From an optimization exercise on the open Yosys and OpenROAD flow, aimed at small area and a short achievable clock period; shortcuts taken in it are not production practice.

==> cedar <==
==> flow/design.v (excerpt) <==
module mac_array (
    input  clk,
    input  rst_n,
    input  [3:0] enable,
    input  [3:0] clear_acc,
    input  [31:0] input_data,
    input  [31:0] weight,
    output [63:0] mac_out,
    output [63:0] activated_out,
    output [3:0] valid,
    output [3:0] overflow
);
    genvar i;
    generate
        for (i = 0; i < 4; i = i + 1) begin : mac_channels
            mac_unit mac_inst (
                .clk(clk),
                .rst_n(rst_n),
                .enable(enable[i]),
                .clear_acc(clear_acc[i]),
                .input_data(input_data[8*i+7:8*i]),
                .weight(weight[8*i+7:8*i]),
                .mac_out(mac_out[16*i+15:16*i]),
                .activated_out(activated_out[16*i+15:16*i]),
                .valid(valid[i]),
                .overflow(overflow[i])
            );
        end
    endgenerate
endmodule
Settings: LEC_CHECK=0, CAP_MARGIN=20, CORE_MARGIN=2, CORE_UTILIZATION=40, CTS_BUF_LIST=sky130_fd_sc_hd__clkbuf_4 sky130_fd_sc_hd__clkbuf_8, SETUP_SLACK_MARGIN=3.8, SLEW_MARGIN=20, SYNTH_HIERARCHICAL=1; clock period 8.5 ns.
standard.sh (not shown) runs the stock make flow with config.mk's settings and CLKGATE_MAP_FILE= SYNTH_SCRIPT=/design/flow/synth_recipe.tcl, a recipe that flattens the netlist after the stock synthesis.
==> flow/flow/run.sh <==
#!/bin/bash
# Layout flow: the standard ORFS flow with two changes.
#  1. Synthesis extracts full/half adder cells only inside the carry-save
#     cells (csa_fa, csa_ha); the other adders are left to ABC, so their
#     carry chains are not built from slow full-adder cells.  Registers are
#     untouched, so they match the standard synthesis.
#  2. The port buffers use the smallest buffer cell; timing repair upsizes
#     the ones on critical paths.
set -euo pipefail
HERE=$PWD
sed 's/^\(  extract_fa {\*}\[dont_use_extract_fa_args\]\)$/\1 csa_fa csa_ha/' \
  "$FLOW_HOME/scripts/synth.tcl" > "$HERE/synth_sel.tcl"
grep -q 'dont_use_extract_fa_args\] csa_fa csa_ha' "$HERE/synth_sel.tcl"
sed "s#^source \$::env(SCRIPTS_DIR)/synth.tcl\$#source $HERE/synth_sel.tcl#" \
  "$HERE/synth_recipe.tcl" > "$HERE/synth_recipe_sel.tcl"
grep -q "source $HERE/synth_sel.tcl" "$HERE/synth_recipe_sel.tcl"
export BUFFER_PORTS_ARGS="-buffer_cell sky130_fd_sc_hd__buf_1"
bash standard.sh SYNTH_SCRIPT="$HERE/synth_recipe_sel.tcl" finish > standard.log 2>&1
==> indigo: changes against cedar <==
--- a/flow/design.v
+++ b/flow/design.v
@@ -22,24 +22,12 @@
     input  b,
     output s,
     output co
 );
     assign s = ~(a ^ b);
     assign co = a | b;
-endmodule
-module hi_count (
-    input  [15:0] h,
-    input  inc,
-    input  clr,
-    output full,
-    output [15:0] h_n
-);
-    wire fb = h[15] ^ h[11] ^ h[2] ^ h[0] ^ ~(|h[14:0]);
-    wire [15:0] step = {h[14:0], fb};
-    assign full = (h == 16'h8000);
-    assign h_n = (inc ? step : h) & {16{~clr}};
 endmodule
 module sigmoid_activation #(
     parameter WIDTH = 16,
     parameter FRAC_BITS = 11
 )(
     input  [15:0] x,
@@ -67,12 +55,13 @@
     reg [5:0] up_c;
     reg        up_ci;
     reg [15:0] acc_hi;
     reg        hi_p;
     reg        overflow_reg;
     reg        valid_reg;
+    reg        alive;
     wire [5:0] ur_g = up_s & up_c;
     wire [5:0] ur_p = up_s ^ up_c;
     wire ur_g0c = ur_g[0] | (ur_p[0] & up_ci);
     wire ur_g1_1 = ur_g[1] | (ur_p[1] & ur_g0c);
     wire ur_g1_3 = ur_g[3] | (ur_p[3] & ur_g[2]);
     wire ur_p1_3 = ur_p[3] & ur_p[2];
@@ -83,16 +72,14 @@
     wire ur_g3_4 = ur_g[4] | (ur_p[4] & ur_g2_3);
     wire ur_g3_5 = ur_g1_5 | (ur_p1_5 & ur_g2_3);
     wire [5:0] ur_s = ur_p ^ {ur_g3_4, ur_g2_3, ur_g2_2, ur_g1_1, ur_g0c, up_ci};
     wire ur_co = ur_g3_5;
     wire [15:0] acc = {ur_s, lo_l};
     wire hi_inc = hi_p | ur_co;
-    wire hi_full;
-    wire [15:0] hi_n;
-    hi_count u_hi (.h(acc_hi), .inc(hi_inc), .clr(clear_acc), .full(hi_full), .h_n(hi_n));
-    wire ovf = overflow_reg | (hi_inc & hi_full);
+    wire ovf = overflow_reg | (hi_inc & (&acc_hi));
+    wire [15:0] hi_n = (acc_hi + {15'd0, hi_inc}) & {16{~clear_acc & alive}};
     wire [7:0] a_g = input_data & {8{enable}};
     wire [15:0] lo_m = acc & {16{~clear_acc}};
     wire [63:0] ppt;
     wire [15:0] acct = lo_m;
     genvar gi, gj;
     generate
@@ -190,26 +177,29 @@
     always @(posedge clk or negedge rst_n) begin
         if (!rst_n) begin
             lo_l <= 10'd0;
             up_s <= 6'd0;
             up_c <= 6'd0;
             up_ci <= 1'b0;
-            acc_hi <= 16'd0;
+            alive <= 1'b0;
             hi_p <= 1'b0;
             overflow_reg <= 1'b0;
             valid_reg <= 1'b0;
         end else begin
             lo_l <= lr_s;
             up_s <= row_a[15:10];
             up_c <= row_b[15:10];
             up_ci <= lr_co;
-            acc_hi <= hi_n;
+            alive <= 1'b1;
             hi_p <= c16;
             overflow_reg <= ~clear_acc & ovf;
             valid_reg <= enable;
         end
+    end
+    always @(posedge clk) begin
+        acc_hi <= hi_n;
     end
     assign overflow = ovf;
     assign valid = valid_reg;
     assign mac_out = acc;
     sigmoid_activation activation (
         .x(acc),
--- a/flow/config.mk
+++ b/flow/config.mk
@@ -6,9 +6,9 @@
 export NUM_CORES = 4
 export LEC_CHECK = 0
 export CAP_MARGIN = 20
 export CORE_MARGIN = 2
 export CORE_UTILIZATION = 40
 export CTS_BUF_LIST = sky130_fd_sc_hd__clkbuf_4 sky130_fd_sc_hd__clkbuf_8
-export SETUP_SLACK_MARGIN = 3.8
+export SETUP_SLACK_MARGIN = 3.7
 export SLEW_MARGIN = 20
 export SYNTH_HIERARCHICAL = 1
==> metrics.yaml <==
outcome: "no timing/DRC/antenna violations"
place_congestion: 0.8310
crit_required_ps: 8860
p_comb_w: 0.00355
seq-cell-share_pct: 22.64
power_w: 0.005326
peakVddDrop_mv: 0.3060
signal_buffers: 271
crit_chain: "buf_12, buf_12, and3_4, fa_1, fa_2, fa_1, fa_2, xor2_2, and3b_1, a22o_1, maj3_2, maj3_2"
crit_end: "mac_channels[3].mac_inst.up_ci"
clkTransAtPathRegs_ps: 100
critPathMaxStageDelay_ps: 540
-- figures above: cedar

==> metrics.yaml <==
outcome: "no timing/DRC/antenna violations"
synth_fa_ha_area_share_pct: 29.13
peakVddDrop_mv: 0.2160
seq-cell-share_pct: 21.44
wirelength_mm: 38.95
crit_end: "mac_channels[2].mac_inst.lo_l[9]"
wl_met1_mm: 18.53
area_growth_pct: 15.59
crit_required_ps: 8880
clkTransAtPathRegs_ps: 90
area_share_clock_buf_inv_pct: 2.121
p_comb_w: 0.00339
muxShareOfSynthArea_pct: 0.2874
grt_use_total_pct: 19.53
critPathMaxStageDelay_ps: 530
cts_setup_buffers: 0
critical_path_class: "in -> reg"
syn_inst: 1536
r2r-start: "mac_channels[3].mac_inst.lo_l[5]"
signal_buffers: 238
power_w: 0.005165
place_congestion: 0.8436
-- figures above: indigo

Function was not checked in any run of this note: the RTL went through the layout flow alone.

-- afterwards: timing with drivers on the ports --
The results above use ideal ports. As a check the final layouts listed here were re-extracted and re-timed, cells and wires unchanged.
Step 1, drivers: a clkbuf_16 drives clk and a buf_2 each remaining input, both assumed.
Step 2 also shifts input and output timing later by t, the mid clock arrival at the registers, as if the neighbouring blocks saw the same clock.
Slacks: no drivers / after step 1 / after step 2; pairs: no drivers / after step 1.
| run | t, ns | setup slack, ns | clock arrival spread, ns | worst slew at a driven data input, ns |
|---|---|---|---|---|
| cedar | 0.512 | 3.695 / 3.613 / 3.101 | 0.020 / 0.021 | 0.17 |
| indigo | 0.547 | 3.740 / 3.768 / 3.221 | 0.017 / 0.016 | 0.06 |
After both steps every run listed still meets setup and hold. For cedar, which loses most, drivers alone change the setup slack by -0.082 ns; drivers and shift together by -0.594 ns.
